Context: an optimization exercise on an open-source flow, tuned for small area, a short achievable clock period and few clock cycles. The choices shown serve that exercise and are no tape-out recipe.
In this exercise RTL edits were held to simulation tests only and were not proved equivalent to the original.

`design.v`:
```
`timescale 1ns / 100ps
module coef_rom (
    input  wire [4:0]  k,
    output reg  [30:0] q
);
    always @(*) begin
        case (k)
            5'd0: q = 31'h3f800000;
            5'd1: q = 31'h3f800000;
            5'd2: q = 31'h3f000000;
            5'd3: q = 31'h3e2aaaab;
            5'd4: q = 31'h3d2aaaab;
            5'd5: q = 31'h3c088889;
            5'd6: q = 31'h3ab60b61;
            5'd7: q = 31'h39500d01;
            5'd8: q = 31'h37d00d01;
            5'd9: q = 31'h3638ef1d;
            5'd10: q = 31'h3493f27d;
            5'd11: q = 31'h32d7322b;
            5'd12: q = 31'h310f76c7;
            5'd13: q = 31'h2f309231;
            5'd14: q = 31'h2d49cba5;
            5'd15: q = 31'h2b573f9f;
            5'd16: q = 31'h29573f9f;
            5'd17: q = 31'h274a963b;
            5'd18: q = 31'h253413c3;
            5'd19: q = 31'h2317a4db;
            5'd20: q = 31'h20f2a15d;
            5'd21: q = 31'h1eb8dc77;
            5'd22: q = 31'h1c8671cb;
            5'd23: q = 31'h1a3b0da1;
            5'd24: q = 31'h17f96781;
            5'd25: q = 31'h159f9e67;
            5'd26: q = 31'h1344742f;
            5'd27: q = 31'h10e8d58f;
            5'd28: q = 31'h0e850c51;
            5'd29: q = 31'h0c12cfcd;
            5'd30: q = 31'h099c9963;
            default: q = 31'h00000000;
        endcase
    end
endmodule
`timescale 1ns / 100ps
module first_rom (
    input  wire [4:0]  k,
    output reg  [31:0] q
);
    always @(*) begin
        case (k)
            5'd0: q = 32'h3f800000;
            5'd1: q = 32'h3f800000;
            5'd2: q = 32'h3f000000;
            5'd3: q = 32'h3e2aaaab;
            5'd4: q = 32'h3d2aaaab;
            5'd5: q = 32'h3c088889;
            5'd6: q = 32'h3ab60b61;
            5'd7: q = 32'h39500d01;
            5'd8: q = 32'h37d00d01;
            5'd9: q = 32'h3638ef1d;
            5'd10: q = 32'h3493f27d;
            5'd11: q = 32'h32d7322b;
            5'd12: q = 32'h310f76c7;
            5'd13: q = 32'h2f309231;
            5'd14: q = 32'h2d49cba5;
            5'd15: q = 32'h2b573f9f;
            5'd16: q = 32'h29573f9f;
            5'd17: q = 32'h274a963b;
            5'd18: q = 32'h253413c3;
            5'd19: q = 32'h2317a4db;
            5'd20: q = 32'h20f2a15d;
            5'd21: q = 32'h1eb8dc77;
            5'd22: q = 32'h1c8671cb;
            5'd23: q = 32'h1a3b0da1;
            5'd24: q = 32'h17f96781;
            5'd25: q = 32'h159f9e67;
            5'd26: q = 32'h1344742f;
            5'd27: q = 32'h10e8d58f;
            5'd28: q = 32'h0e850c51;
            5'd29: q = 32'h0c12cfcd;
            5'd30: q = 32'h099c9973;
            default: q = 32'h00000000;
        endcase
    end
endmodule
`timescale 1ns / 100ps
module mac #(
    parameter int DATA_WIDTH    = 32,
    parameter int ADDR_LINES    = 5
) (
    input  logic                        clk_i,
    input  logic                        rstn_i,
    input  logic [DATA_WIDTH-1:0]       signal_i,
    input  logic                        wr_en_i,
    input  logic                        last_i,
    input  logic [ADDR_LINES-1:0]       terms_i,
    output logic                        full_o,
    output logic                        empty_o,
    output logic                        idle_o,
    output logic [DATA_WIDTH-1:0]       result_o,
    output logic                        done_o
);
    localparam int D = 4;
    logic [31:0] mem [0:31];
    logic [5:0]  count;
    logic        run;        
    logic        zrun;       
    wire         busy = run | zrun;
    wire         wr   = wr_en_i & ~busy & ~count[5];
    always_ff @(posedge clk_i)
        if (wr) mem[count[4:0]] <= signal_i;
    assign full_o  = count[5];
    assign empty_o = (count == 6'd0);
    assign idle_o  = ~wr_en_i;
    logic [5:0]  nlast;      
    logic [4:0]  tq;         
    logic [31:0] a0r;        
    logic [1:0]  s;          
    logic [4:0]  it;         
    logic [5:0]  rp;         
    logic [5:0]  gb;         
    wire [31:0]  a0_tab;
    first_rom u_first (.k(terms_i), .q(a0_tab));
    wire         fin_done;   
    wire         start = ~busy & last_i;
    always_ff @(posedge clk_i or negedge rstn_i) begin
        if (!rstn_i) begin
            count <= 6'd0;
            run   <= 1'b0;
            zrun  <= 1'b0;
        end else begin
            if (wr) count <= count + 6'd1;
            if (start) begin
                run  <= (terms_i != 5'd0);
                zrun <= (terms_i == 5'd0);
            end else if (fin_done) begin
                run   <= 1'b0;
                zrun  <= 1'b0;
                count <= 6'd0;
            end
        end
    end
    always_ff @(posedge clk_i) begin
        if (start) begin
            nlast <= count + {5'd0, wr} - 6'd1;
            tq    <= terms_i;
            a0r   <= a0_tab;
            s     <= 2'd0;
            it    <= 5'd1;
            rp    <= 6'd0;
            gb    <= 6'd0;
        end else if (busy) begin
            if (zrun) begin
                rp <= rp + 6'd1;
            end else if (s == 2'(D-1)) begin
                s <= 2'd0;
                if (it == tq) begin
                    it <= 5'd1;
                    gb <= gb + 6'(D);
                    rp <= gb + 6'(D);
                end else begin
                    it <= it + 5'd1;
                    rp <= gb;
                end
            end else begin
                s  <= s + 2'd1;
                rp <= rp + 6'd1;
            end
        end
    end
    logic [31:0] acc_new;            
    logic [31:0] a_r;                
    logic        xs_r, xz_r;
    logic [7:0]  xe_r;               
    logic [11:0] one_r, two_r, neg_r;
    logic [4:0]  k_r;
    logic        v_r, f_r, l_r;
    wire  [31:0] xrd = mem[rp[4:0]];
    wire  [24:0] xb  = {1'b1, xrd[22:0], 1'b0};
    logic [11:0] b_one, b_two, b_neg;
    always_comb
        for (int i = 0; i < 12; i++) begin
            b_one[i] = xb[2*i+1] ^ xb[2*i];
            b_two[i] = (xb[2*i+2] & ~xb[2*i+1] & ~xb[2*i]) | (~xb[2*i+2] & xb[2*i+1] & xb[2*i]);
            b_neg[i] = xb[2*i+2] & ~(xb[2*i+1] & xb[2*i]);
        end
    always_ff @(posedge clk_i) begin
        a_r  <= (it == 5'd1) ? a0r : acc_new;
        xs_r <= xrd[31];
        xz_r <= (xrd[30:0] == 31'd0);
        xe_r <= xrd[30:23] - 8'd127;
        one_r <= b_one;
        two_r <= b_two;
        neg_r <= b_neg;
        k_r  <= tq - it;
        f_r  <= (it == tq);
        l_r  <= (it == tq) && (rp == nlast);
    end
    always_ff @(posedge clk_i or negedge rstn_i)
        if (!rstn_i) v_r <= 1'b0;
        else         v_r <= run && (rp <= nlast);
    wire [23:0] am = {1'b1, a_r[22:0]};
    logic [47:0] row [0:12];
    always_comb begin
        logic [24:0] v [0:11];
        for (int i = 0; i < 12; i++)
            v[i] = (one_r[i] ? {1'b0, am} : two_r[i] ? {am, 1'b0} : 25'd0) ^ {25{neg_r[i]}};
        row[0] = {20'd0, ~neg_r[0], neg_r[0], neg_r[0], v[0]};
        for (int i = 1; i < 11; i++)
            row[i] = ({21'd0, 1'b1, ~neg_r[i], v[i]} << (2*i)) | ({47'd0, neg_r[i-1]} << (2*i-2));
        row[11] = {~neg_r[11], v[11], 22'd0} | ({47'd0, neg_r[10]} << 20);
        row[12] = {am, 24'd0} | ({47'd0, neg_r[11]} << 22);
    end
    function automatic [95:0] csa(input [47:0] x, input [47:0] y, input [47:0] z);
        csa = {x ^ y ^ z, ((x & y) | (x & z) | (y & z)) << 1};
    endfunction
    logic [47:0] t1 [0:8];
    logic [47:0] t2 [0:5];
    logic [47:0] t3 [0:3];
    logic [47:0] t4 [0:2];
    logic [47:0] t5 [0:1];
    always_comb begin
        {t1[0], t1[1]} = csa(row[0], row[1], row[2]);
        {t1[2], t1[3]} = csa(row[3], row[4], row[5]);
        {t1[4], t1[5]} = csa(row[6], row[7], row[8]);
        {t1[6], t1[7]} = csa(row[9], row[10], row[11]);
        t1[8] = row[12];
        {t2[0], t2[1]} = csa(t1[0], t1[1], t1[2]);
        {t2[2], t2[3]} = csa(t1[3], t1[4], t1[5]);
        {t2[4], t2[5]} = csa(t1[6], t1[7], t1[8]);
        {t3[0], t3[1]} = csa(t2[0], t2[1], t2[2]);
        {t3[2], t3[3]} = csa(t2[3], t2[4], t2[5]);
        {t4[0], t4[1]} = csa(t3[0], t3[1], t3[2]);
        t4[2] = t3[3];
        {t5[0], t5[1]} = csa(t4[0], t4[1], t4[2]);
    end
    wire  [30:0] c_tab;
    coef_rom u_coef (.k(k_r), .q(c_tab));
    logic [47:0] ps1, pc1;
    logic        z1, sg1;
    logic [7:0]  pe1;
    logic [30:0] c1;
    logic        v1, f1, l1;
    always_ff @(posedge clk_i) begin
        ps1 <= t5[0];
        pc1 <= t5[1];
        z1  <= xz_r | (a_r[30:0] == 31'd0);
        sg1 <= xs_r ^ a_r[31];
        pe1 <= xe_r + a_r[30:23];
        c1  <= c_tab;
        f1  <= f_r;
        l1  <= l_r;
    end
    always_ff @(posedge clk_i or negedge rstn_i)
        if (!rstn_i) v1 <= 1'b0;
        else         v1 <= v_r;
    wire [47:0] P   = ps1 + pc1;
    wire        p47 = P[47];
    wire [7:0]  be  = z1 ? 8'd0  : pe1 + {7'd0, p47};
    wire [22:0] bm  = z1 ? 23'd0 : (p47 ? P[46:24] : P[45:23]);
    wire        bs  = z1 ? 1'b0  : sg1;
    wire [7:0]  ce  = c1[30:23];
    wire [22:0] cm  = c1[22:0];
    wire        comp = ce > be;
    wire        swap = c1 > {be, bm};
    logic [23:0] big2, small2;
    logic [7:0]  bex2, dif2;
    logic        sub2, sgn2;
    logic        v2, f2, l2;
    always_ff @(posedge clk_i) begin
        big2   <= {1'b1, swap ? cm : bm};
        small2 <= {1'b1, swap ? bm : cm};
        bex2   <= comp ? ce : be;
        dif2   <= comp ? ce - be : be - ce;
        sub2   <= bs;
        sgn2   <= swap ? 1'b0 : bs;
        f2     <= f1;
        l2     <= l1;
    end
    always_ff @(posedge clk_i or negedge rstn_i)
        if (!rstn_i) v2 <= 1'b0;
        else         v2 <= v1;
    wire [23:0] sh  = (dif2 >= 8'd24) ? 24'd0 : (small2 >> dif2[4:0]);
    wire [24:0] sum = sub2 ? ({1'b0, big2} - {1'b0, sh}) : ({1'b0, big2} + {1'b0, sh});
    logic [24:0] sum3;
    logic [7:0]  bex3;
    logic        sgn3;
    logic        v3, f3, l3;
    always_ff @(posedge clk_i) begin
        sum3 <= sum;
        bex3 <= bex2;
        sgn3 <= sgn2;
        f3   <= f2;
        l3   <= l2;
    end
    always_ff @(posedge clk_i or negedge rstn_i)
        if (!rstn_i) v3 <= 1'b0;
        else         v3 <= v2;
    logic [4:0] lz;
    always_comb begin
        lz = 5'd24;
        for (int i = 0; i < 24; i++)
            if (sum3[i]) lz = 5'(23 - i);
    end
    logic [7:0]  ne;
    logic [22:0] nm;
    always_comb begin
        if (sum3[24]) begin
            nm = sum3[23:1];
            ne = bex3 + 8'd1;
        end else if (|sum3[22:0]) begin
            nm = sum3[22:0] << lz;
            ne = bex3 - {3'd0, lz};
        end else begin
            nm = sum3[22:0];
            ne = bex3;
        end
    end
    assign acc_new = {sgn3, ne, nm};
    wire zlast = zrun && (rp == nlast);
    assign fin_done = (v3 & f3 & l3) | zlast;
    always_ff @(posedge clk_i)
        result_o <= zrun ? a0r : acc_new;
    always_ff @(posedge clk_i or negedge rstn_i)
        if (!rstn_i) done_o <= 1'b0;
        else         done_o <= (v3 & f3) | zrun;
endmodule
```
`run.sh`:
```
#!/bin/bash
# synth_recipe.tcl (not shown) runs the flow's synth.tcl, then flattens the netlist and writes it again
# the make line also repeats each setting of config.mk as NAME=value (left out here)
make -C /OpenROAD-flow-scripts/flow DESIGN_CONFIG=/design/flow/config.mk WORK_HOME=/design/flow/orfs CLKGATE_MAP_FILE= SYNTH_SCRIPT=/design/flow/synth_recipe.tcl finish
```
`config.mk`:
```
export PLATFORM = sky130hd
export DESIGN_NAME = mac
export DESIGN_NICKNAME = mac
export VERILOG_FILES = /design/flow/design.v
export SDC_FILE = /design/flow/constraint.sdc
export NUM_CORES = 4
export LEC_CHECK = 0
export CAP_MARGIN = 20
export CORE_MARGIN = 2
export CORE_UTILIZATION = 55
export SETUP_SLACK_MARGIN = 2.0
export SLEW_MARGIN = 20
```
`constraint.sdc`:
```
create_clock -name core_clock -period 6.0 [get_ports {clk_i}]
set_input_delay 1.2000 -clock core_clock [delete_from_list [all_inputs] [get_ports {clk_i}]]
set_output_delay 1.2000 -clock core_clock [all_outputs]
set_load 0.01 [all_outputs]
```
==> results.txt <==
- Mapped Nets: 6,401
- Hold WC Path Type: reg2reg
- RSZ-0062 raised after global routing: true
- Data required time at the worst endpoint: 6.65 ns
- Clock tree buffer depth: 3
- Status: no timing/DRC/antenna violations
- Post-synth EDFFs: 1,065
- Starting Density: 0.5529
- Sequential-to-total area share from yosys stat: 0.5231
- Yosys reg bits: 1,446
- Placed Area: 79,180 sq um
- FILL cells: 10,250
- Most frequent cells in the layout: edfxtp_1 (1,065), inv_1 (440), nand2_1 (436), mux4_2 (336), xnor2_1 (316)
- Avg Vias per Cell: 6.184
- Post-Syn Area per Cell: 12.98 sq um
- # Max-Cap Violations: 0
- Gate Count Post-Synth: 5,841
- Setup CP Type: reg2reg
- Clk_skew: 0.05252 ns
- Initial antenna violation count: 4
- Layout cells sized above 1: 0.2307
- GPL Wtd Cong: 0.9374
- Routed length per instance: 27.57 um
- Port buffer count: 76
- Num rows: 136
- 1st-iter DRT viols: 4,707
- Final non-filler cell total: 7,989
- Tightest Pin Transition: 1.047 ns
- Reg2reg end: big2[6]
- Critical Path End Type: flip-flop
- Final Max Tran Viols: 0
- Die Span X: 375.3 um
- Flop2flop setup slack: 1.05 ns
- First-pass GRT wire length: 319,900 um
- Vias in the first global route: 48,360
- Fin crit period: 4.953 ns
- R2r worst-path depth: 26
- Die Ht: 375.3 um
- Drc violations: 0
- Clock Latency Late Sink: 0.79 ns
- HPWL reported at the end of detailed placement: 134,800 um
- Number of buffers created by CTS: 154
- Max Freq: 201.9 MHz
- Pre-CTS WS: 0.2603 ns
- Max FO, Critical Path: 5
- Total Wirelength: 220,300 um
- Post-Layout Inst Area: 88,880 sq um
- Top FF cell, synth: edfxtp_1
- Number of antenna repair diodes: 0
- Drt pass-1 iters: 6
- Relative slew slack: 0.2995
- IO Count: 77
- Arrival time at the worst endpoint: 5.60 ns
- Worst hold start: bex2[4]
- Setup TNS: 0 ns
- Synth cell types: 98
- Synth Cell Area: 75,840 sq um
- Hold-fix buffers at CTS: 0
- Commonest non-fill, non-tap cell in the layout: edfxtp_1
- Htree depth: 4
- Synth-to-Final Area Change: 17.20%
- Pin count of the biggest net entering global routing: 76
- CTS clk-pin slew, worst paths: 0.06 ns
- Placed insts: 7,482
- Final nets: 6,626
- Reg2reg start: pc1[35]
- Antenna Nets Post-Route: 0
- Yosys warns: 10
- Min-Delay Path Depth: 0
- FFs w/ async S/R, synth: 0.008990
- CTS tree: done
- Worst Hold Path EP: bex3[4]
- Period Utilization, post-route: 0.8254
- GRT Util Overall: 0.3073
- Die area: 140,900 sq um
- Hold Fails Final Rpt: 0
- Final setup fails: 0
- Setup ws final: 1.047 ns
- Root Driver: clkbuf_16
- Total grt overflow: 0
- Sink Count: 1,446
- Vias: 49,410
- Core Area: 137,200 sq um
- CP startpoint kind: flip-flop
-- cell families (layout without fill, tap and decap cells) --
logic type,after synthesis,in the layout,synth area share
DFF,1446,1446,0.5231
muxes,474,474,0.1190
xor gates and xnor gates,412,412,0.04768
and+or+nand+nor,1091,1091,0.06492
AOI/OAI and AO/OA,1036,1038,0.08792
adders and majority gates,519,519,0.1120
buffers and inverters,863,1215,0.04537
-- stage by stage --
stage	hold slack, ns	utilization
after floorplan	0.3096	-
after global placement	0.3108	0.5773
after detailed placement	0.3121	0.5773
after CTS	0.3248	0.6308
after global routing	0.3308	0.6481
final	0.3243	0.6481
-- worst max-delay path, cell delays in order, from the launching register on --
cell,delay (ns)
dfxtp_1,0.36
ha_4,0.23
o21a_1,0.20
o21a_1,0.21
a221oi_4,0.33
buf_6,0.16
nand2_1,0.08
nand3_1,0.14
o21bai_4,0.10
xor2_4,0.18
buf_6,0.16
buf_6,0.12
buf_16,0.13
o311a_1,0.34
nor4_2,0.25
buf_4,0.18
inv_4,0.03
ha_4,0.25
nor2b_4,0.13
o21ai_2,0.06
a21oi_2,0.14
a211oi_2,0.06
o21a_1,0.20
a21oi_4,0.20
buf_6,0.16
buf_12,0.13
mux2_4,0.29
-- Yosys cell counts, types with 26 or more instances --
cell / count / area share
mux2_2: 55 / 0.0082
o22ai_1: 26 / 0.0021
nand2_1: 451 / 0.022
ha_1: 253 / 0.042
nor3_1: 59 / 0.0039
nor4_1: 30 / 0.0025
buf_1: 39 / 0.0019
nand4_1: 29 / 0.0024
xor2_1: 90 / 0.010
inv_1: 458 / 0.023
nor2b_1: 47 / 0.0039
dfxtp_1: 368 / 0.097
nor2_1: 281 / 0.014
nand3_1: 68 / 0.0045
mux4_2: 336 / 0.10
a21oi_1: 211 / 0.014
clkbuf_1: 293 / 0.015
a31oi_1: 31 / 0.0026
edfxtp_1: 1065 / 0.42
o21ai_0: 301 / 0.020
xnor2_1: 321 / 0.037
a21o_1: 38 / 0.0038
a22oi_1: 176 / 0.017
fa_1: 266 / 0.070
buf_2: 29 / 0.0019
mux2i_1: 80 / 0.011
-- per-layer routing --
layer / vias to the layer above / track usage / wire, um
met5: - / 0 / 0
met4: 0 / 0.1136 / 9711
met3: 422 / 0.03989 / 15300
met2: 2079 / 0.5132 / 107500
met1: 25160 / 0.4144 / 87760
li1: 21750 / - / -
-- layout make-up --
| class | count | area, sq um | area share |
|---|---|---|---|
| inverters | 475 | 1822 | 0.02050 |
| multi-input cells | 3534 | 34870 | 0.3924 |
| clock buffers | 205 | 4212 | 0.04738 |
| well taps | 1794 | 2245 | 0.02525 |
| flip-flops and latches | 1446 | 39860 | 0.4485 |
| repair buffers | 455 | 5015 | 0.05642 |
| clock inverters | 80 | 849.6 | 0.009558 |
-- how the worst max path moves through the flow --
stage                        from         end  slack [ns]  depth (start not counted)
after floorplan           ps1[35]    big2[10]        1.53                         24
after global placement    ps1[12]    big2[10]        0.20                         24
after detailed placement  ps1[12]    big2[10]        0.26                         23
after CTS                  ps1[7]  small2[10]        1.12                         24
after global routing      ps1[10]   small2[1]        0.86                         26
final                     pc1[35]     big2[6]        1.05                         26
-- timing repair --
action	CTS	global route
setup endpoints to repair	150	142
gates resized for setup	326	254
buffers inserted	85	110
cloned	15	12
pin swaps	118	202
hold endpoints to repair	0	0
-- registers in the layout (all words and copies together) (netlist names), 6 cells and up, named ones only --
signal	flops
mem	1024
ps1	43
pc1	42
a_r	32
result_o	32
a0r	30
c1	30
sum3	25
big2	23
small2	23
neg_r	12
one_r	12
two_r	12
bex2	8
bex3	8
dif2	8
pe1	8
xe_r	8
count	6
nlast	6
rp	6
Testbench counts, summed over its fixed seeds: cycles 13,338.

-- static timing again, ports no longer ideal --
The flow's constraints put no driver on any port. The routed layout listed below was extracted and timed again, unchanged, in two steps. Step 1, drivers: a clkbuf_16 drives clk_i and a buf_2 each remaining input, both assumed. Step 2 also shifts input and output timing later by t, the mid clock arrival at the registers, as if the neighbouring blocks saw the same clock. a / b / c = ideal ports / drivers / drivers and shift; a / b = the first two.
shift t [ns]: 0.846
setup slack, ns: 1.047 / 1.047 / 1.047
worst setup path at the end: register to register
clock arrival spread, ns: 0.059 / 0.060
After both steps this run still meets setup and hold. The setup slack of this run moves by 0.000 ns with the drivers and by 0.000 ns with both steps.
